This is an optimization exercise on Yosys and OpenROAD, whose aim is small area and a short achievable clock period, not a production implementation. Only simulation tests tie the RTL to the original design; equivalence was not proved. Power is estimated from default activity; no workload was simulated.

Design ALU_TOP, start of the top module:
module ALU_TOP #(parameter width = 16)
(
    input wire [width-1:0] A, B,
    input wire [3:0] ALU_FUN,
    input wire CLK, RST,
    output wire [(width*2)-1:0] Arith_OUT,
    output wire [width-1:0] Logic_OUT, CMP_OUT,
    output wire [width:0] SHIFT_OUT,
    output wire Carry_OUT, Arith_Flag, Logic_Flag, CMP_Flag, SHIFT_Flag
);
==> flow/config.mk <==
export PLATFORM = sky130hd
export DESIGN_NAME = ALU_TOP
export DESIGN_NICKNAME = ALU_TOP
export VERILOG_FILES = /design/flow/design.v
export SDC_FILE = /design/flow/constraint.sdc
export NUM_CORES = 4
export LEC_CHECK = 0
export ABC_AREA = 1
export ABC_CLOCK_PERIOD_IN_PS = 90000
export CAP_MARGIN = 20
export CORE_MARGIN = 2
export CORE_UTILIZATION = 40
export PLACE_DENSITY = 0.85
export SLEW_MARGIN = 20
==> flow/constraint.sdc <==
create_clock -name core_clock -period 90.0 [get_ports {CLK}]
set_input_delay 18.0000 -clock core_clock [delete_from_list [all_inputs] [get_ports {CLK}]]
set_output_delay 18.0000 -clock core_clock [all_outputs]
set_load 0.01 [all_outputs]
standard.sh (not shown) runs the stock make flow with config.mk's settings and CLKGATE_MAP_FILE= SYNTH_SCRIPT=/design/flow/synth_recipe.tcl, a recipe that flattens the netlist after the stock synthesis.
==> flow/flow/run.sh <==
#!/bin/bash
# The standard layout (the standard.sh: ORFS synthesis through finish).
# The one change: every input and output port still gets its own buffer, but a
# plain sky130_fd_sc_hd__buf_1 instead of the delay cell buffer_ports picks by itself.
set -euo pipefail
export BUFFER_PORTS_ARGS="-buffer_cell sky130_fd_sc_hd__buf_1"
bash standard.sh > standard.log 2>&1
The starting point finished with timing, DRC and antenna clean.
Next try:
--- a/flow/config.mk
+++ b/flow/config.mk
@@ -12,3 +12,3 @@
 export CORE_UTILIZATION = 40
-export PLACE_DENSITY = 0.85
+export PLACE_DENSITY = 0.75
 export SLEW_MARGIN = 20
Utilization barely changes.
Worst hold slack gets worse by 260 ps.
Cell count is about the same.
Via count decreases by 2.6%.
Design area is about the same.
Area after synthesis stays the same.
Sequential cell count does not change.
Power is about the same.
Global-route usage came out higher by 0.15 points.
First-iteration DRC count fell by 13%.
Routed wire length decreases by 0.45%.


the reference run:
Another version of the RTL of ALU_TOP (not shown whole).
For scale: roughly 2800 cells after synthesis, about 71 flip-flops, ~18000 sq um of cells after synthesis.
Settings: LEC_CHECK=0, ABC_AREA=1, ABC_CLOCK_PERIOD_IN_PS=90000, CAP_MARGIN=20, CORE_MARGIN=2, CORE_UTILIZATION=40, SLEW_MARGIN=20, TNS_END_PERCENT=0; clock period 90.0 ns.
==> flow/flow/run.sh <==
#!/bin/bash
# The standard layout (the standard.sh: ORFS synthesis through finish), with
# ORFS's timing repair asked for extra setup slack.  The clock period and the
# constraints are the design's; the margin only makes repair_timing work on the
# paths to the registers, which otherwise have slack to spare.
set -euo pipefail
export SETUP_SLACK_MARGIN=55
bash standard.sh > standard.log 2>&1
### the reference run -> the trial run
Settings: clearing TNS_END_PERCENT, which used to be 0; putting PLACE_DENSITY at 0.75 where nothing was set.
==> flow/run.sh (new file) <==
#!/bin/bash
# synth_recipe.tcl (not shown) runs the flow's synth.tcl, then flattens the netlist and writes it again
# the make line also repeats each setting of config.mk as NAME=value (left out here)
make -C /OpenROAD-flow-scripts/flow DESIGN_CONFIG=/design/flow/config.mk WORK_HOME=/design/flow/orfs CLKGATE_MAP_FILE= SYNTH_SCRIPT=/design/flow/synth_recipe.tcl finish
removed: flow/flow/run.sh
removed: flow/standard.sh
### Flow results
The trial run ended with every stage complete and zero timing, DRC or antenna violations. Via count of the first global-routing pass ended up 617 lower on the trial run than on the reference run. The trial run has less setup slack than the reference run. Lower logic gate share of total power among the trial run and the reference run: the trial run. Final non-filler cell total of the trial run falls short of that of the reference run by a few percent. As far as count of clock-buffer cells in the layout goes, the reference run and the trial run are indistinguishable; the numbers are identical. Going from the reference run to the trial run, total net switching power shrank by more than 10%. The trial run vs the reference run — first-pass GRT wire length dropped by a little under 10%. In the trial run the signed area change from the synthesized netlist to the final layout turned out 8.7 points lower than in the reference run. Peak clock frequency supported by timing (lower): the trial run. a21oi_1 as the master of the slowest instance on the critical path was reported by the trial run, and a21oi_4 by the reference run. Looking at cell area after layout across both flows, the trial run is the stronger of the two, with the reference run trailing.


ALU_TOP again, from the RTL that the note above started with.
clock: 90.0 ns
lec_check: 0
abc_area: 1
abc_clock_period_in_ps: 90000
cap_margin: 20
core_margin: 2
core_utilization: 40
slew_margin: 20
==> flow/flow/run.sh <==
#!/bin/bash
# The standard layout (the standard.sh: ORFS synthesis through finish), with
# ORFS's timing repair asked for extra setup slack.  The clock period and the
# constraints are the design's; the margin only makes repair_timing work on the
# paths to the registers, which otherwise have slack to spare.
set -euo pipefail
export SETUP_SLACK_MARGIN=56
bash standard.sh > standard.log 2>&1
Rerun with:
==> flow/run.sh (new file) <==
#!/bin/bash
# synth_recipe.tcl (not shown) runs the flow's synth.tcl, then flattens the netlist and writes it again
# the make line also repeats each setting of config.mk as NAME=value (left out here)
make -C /OpenROAD-flow-scripts/flow DESIGN_CONFIG=/design/flow/config.mk WORK_HOME=/design/flow/orfs CLKGATE_MAP_FILE= SYNTH_SCRIPT=/design/flow/synth_recipe.tcl finish
removed: flow/flow/run.sh
removed: flow/standard.sh
- worst setup slack is worse by 3.3 ns
- worst hold slack hardly moves
- utilization went down by 7.7 points
- routed wire length drops by about 9%
- die area is unchanged
- flip-flop and latch count stays the same
- design area goes down by about 15%
- count of clock-buffer cells in the layout does not change


ALU_TOP, a different RTL version from the one above (not shown whole).
Size in the first run: roughly 2700 cells after synthesis, about 120 I/O pins, roughly 17000 um2 of cells after synthesis.
export LEC_CHECK = 0
export ABC_AREA = 1
export ABC_CLOCK_PERIOD_IN_PS = 90000
export CAP_MARGIN = 20
export CORE_MARGIN = 2
export CORE_UTILIZATION = 40
export SLEW_MARGIN = 20
create_clock -name core_clock -period 90.0 [get_ports {CLK}]
==> flow/flow/run.sh <==
#!/bin/bash
# The standard layout (the standard.sh: ORFS synthesis through finish).
# The one change: every input and output port still gets its own buffer, but a
# plain sky130_fd_sc_hd__buf_1 instead of the delay cell buffer_ports picks by itself.
set -euo pipefail
export BUFFER_PORTS_ARGS="-buffer_cell sky130_fd_sc_hd__buf_1"
bash standard.sh > standard.log 2>&1
Next try:
==> flow/run.sh (new file) <==
#!/bin/bash
# synth_recipe.tcl (not shown) runs the flow's synth.tcl, then flattens the netlist and writes it again
# the make line also repeats each setting of config.mk as NAME=value (left out here)
make -C /OpenROAD-flow-scripts/flow DESIGN_CONFIG=/design/flow/config.mk WORK_HOME=/design/flow/orfs CLKGATE_MAP_FILE= SYNTH_SCRIPT=/design/flow/synth_recipe.tcl finish
removed: flow/flow/run.sh
removed: flow/standard.sh
Effect: The new run passed the timing, design-rule and antenna checks; worst setup slack loses 240 ps; worst hold slack gets worse by 360 ps; via count stays flat; die area does not change; maximum frequency goes down slightly; clock-buffer cell count stays the same; non-clock buffer count went down by 13; total power fell by a few percent; cell count fell slightly.


Setup of alpha:
ALU_TOP with an RTL version that a note above also has.
For scale: ~2500 cells after synthesis, ~71 flip-flops, ~120 I/O pins.
// ALU_TOP
module ALU_TOP #(parameter width = 16)
(
    input wire [width-1:0] A, B,
    input wire [3:0] ALU_FUN,
    input wire CLK, RST,
    output wire [(width*2)-1:0] Arith_OUT,
    output wire [width-1:0] Logic_OUT, CMP_OUT,
    output wire [width:0] SHIFT_OUT,
    output wire Carry_OUT, Arith_Flag, Logic_Flag, CMP_Flag, SHIFT_Flag
);
    wire Arith_Enable, Logic_Enable, CMP_Enable, SHIFT_Enable;
    wire A_eq_B, A_lt_B;
    wire [1:0] ALU_FUN_Upper, ALU_FUN_Lower;
    assign ALU_FUN_Upper = ALU_FUN[3:2];
    assign ALU_FUN_Lower = ALU_FUN[1:0];
    Decoder Decoder(.ALU_FUN_Upper(ALU_FUN_Upper), .Arith_Enable(Arith_Enable), .Logic_Enable(Logic_Enable), .CMP_Enable(CMP_Enable), .SHIFT_Enable(SHIFT_Enable));
    ARITHMETIC_UNIT #(.width(width)) ARITHMETIC_UNIT(.A(A), .B(B), .ALU_FUN(ALU_FUN), .Arith_Enable(Arith_Enable), .CLK(CLK), .RST(RST), .Arith_OUT(Arith_OUT), .Carry_OUT(Carry_OUT), .Arith_Flag(Arith_Flag), .A_eq_B(A_eq_B), .A_lt_B(A_lt_B));
    lOGIC_UNIT #(.width(width)) lOGIC_UNIT(.A(A), .B(B), .ALU_FUN_Lower(ALU_FUN_Lower), .Logic_Enable(Logic_Enable), .CLK(CLK), .RST(RST), .Logic_OUT(Logic_OUT), .Logic_Flag(Logic_Flag));
    CMP_UNIT #(.width(width)) CMP_UNIT(.A_eq_B(A_eq_B), .A_lt_B(A_lt_B), .ALU_FUN_Lower(ALU_FUN_Lower), .CMP_Enable(CMP_Enable), .CLK(CLK), .RST(RST), .CMP_OUT(CMP_OUT), .CMP_Flag(CMP_Flag));
    SHIFT_UNIT #(.width(width)) SHIFT_UNIT(.A(A), .B(B), .ALU_FUN_Lower(ALU_FUN_Lower), .SHIFT_Enable(SHIFT_Enable), .CLK(CLK), .RST(RST), .SHIFT_OUT(SHIFT_OUT), .SHIFT_Flag(SHIFT_Flag));
endmodule
==> flow/config.mk <==
export PLATFORM = sky130hd
export DESIGN_NAME = ALU_TOP
export DESIGN_NICKNAME = ALU_TOP
export VERILOG_FILES = /design/flow/design.v
export SDC_FILE = /design/flow/constraint.sdc
export NUM_CORES = 4
export LEC_CHECK = 0
export ABC_AREA = 1
export ABC_CLOCK_PERIOD_IN_PS = 90000
export CAP_MARGIN = 20
export CORE_MARGIN = 2
export CORE_UTILIZATION = 55
export PLACE_DENSITY = 0.75
export SLEW_MARGIN = 20
==> flow/constraint.sdc <==
create_clock -name core_clock -period 90.0 [get_ports {CLK}]
set_input_delay 18.0000 -clock core_clock [delete_from_list [all_inputs] [get_ports {CLK}]]
set_output_delay 18.0000 -clock core_clock [all_outputs]
set_load 0.01 [all_outputs]
==> flow/flow/run.sh <==
#!/bin/bash
# The standard layout (the standard.sh: ORFS synthesis through finish).
# The one change: every input and output port still gets its own buffer, but a
# plain sky130_fd_sc_hd__buf_1 instead of the delay cell buffer_ports picks by itself.
set -euo pipefail
export BUFFER_PORTS_ARGS="-buffer_cell sky130_fd_sc_hd__buf_1"
bash standard.sh > standard.log 2>&1
For beta, these inputs were changed with respect to alpha:
Settings: swapping 55 for 40 in CORE_UTILIZATION.
==> flow/run.sh (new file) <==
#!/bin/bash
# synth_recipe.tcl (not shown) runs the flow's synth.tcl, then flattens the netlist and writes it again
# the make line also repeats each setting of config.mk as NAME=value (left out here)
make -C /OpenROAD-flow-scripts/flow DESIGN_CONFIG=/design/flow/config.mk WORK_HOME=/design/flow/orfs CLKGATE_MAP_FILE= SYNTH_SCRIPT=/design/flow/synth_recipe.tcl finish
removed: flow/flow/run.sh
removed: flow/standard.sh
==> notes.md <==
Status | alpha and beta | clean. In beta, the utilization after layout came out 14 points below the value in alpha. Compared with alpha, beta is more frugal on power. Comparing beta with alpha, the post-synthesis simple-gate area fraction came out essentially unchanged. Final area was higher in the run labelled beta. Side by side, number of fill cells in the layout turned out higher in beta than in alpha. Logic depth of the worst setup path including buffers: beta > alpha. As far as sum of negative setup slack goes, beta and alpha are indistinguishable; the numbers are identical. beta reports a lower largest voltage drop on the vdd net than alpha does.

## separate check: timing with driven ports
How much do the figures lean on ideal ports? The routed layouts below were timed once more, with nothing changed but the port constraints.
Step 1 sets driving cells, clkbuf_16 on the clock port and buf_2 on the other inputs (assumed; they add their load-dependent delay and slew).
Step 2 moves the port delays by t, midway between the first and last clock arrival at a register: inputs arrive t later, outputs are due t later. That takes back most of the time a late clock gives input paths.
Slacks: no drivers / after step 1 / after step 2; pairs: no drivers / after step 1.
| run | shift t [ns] | setup slack, ns | worst hold slack (ns) | worst setup path at the end | slew at the worst register clock pin (ns) |
|---|---|---|---|---|---|
| the first run of note 1 | 0.394 | 53.880 / 53.897 / 53.503 | 17.773 / 17.758 / 18.152 | input to register | 0.07 / 0.07 |
| the second run of note 1 | 0.412 | 53.831 / 53.854 / 53.442 | 17.515 / 17.490 / 17.902 | input to register | 0.07 / 0.07 |
| the reference run | 0.416 | 56.246 / 56.270 / 55.854 | 17.776 / 17.753 / 18.169 | input to register | 0.08 / 0.08 |
| the trial run | 0.430 | 53.512 / 53.542 / 53.112 | 17.473 / 17.443 / 17.873 | input to register | 0.09 / 0.09 |
| the first run of note 3 | 0.417 | 56.559 / 56.581 / 56.164 | 17.775 / 17.751 / 18.168 | input to register | 0.08 / 0.08 |
| the second run of note 3 | 0.413 | 53.248 / 53.275 / 52.862 | 17.777 / 17.753 / 18.166 | input to register | 0.08 / 0.08 |
| the first run of note 4 | 0.409 | 52.112 / 52.130 / 51.721 | 17.853 / 17.834 / 18.243 | input to register | 0.07 / 0.07 |
| the second run of note 4 | 0.412 | 51.872 / 51.894 / 51.482 | 17.495 / 17.474 / 17.886 | input to register | 0.08 / 0.08 |
| alpha | 0.378 | 53.387 / 53.407 / 53.029 | 17.867 / 17.846 / 18.224 | input to register | 0.07 / 0.07 |
| beta | 0.406 | 53.368 / 53.356 / 52.950 | 17.767 / 17.745 / 18.151 | input to register | 0.07 / 0.07 |
After both steps every run listed still meets setup and hold. For beta, which loses most, drivers alone change the setup slack by -0.012 ns; drivers and shift together by -0.418 ns.
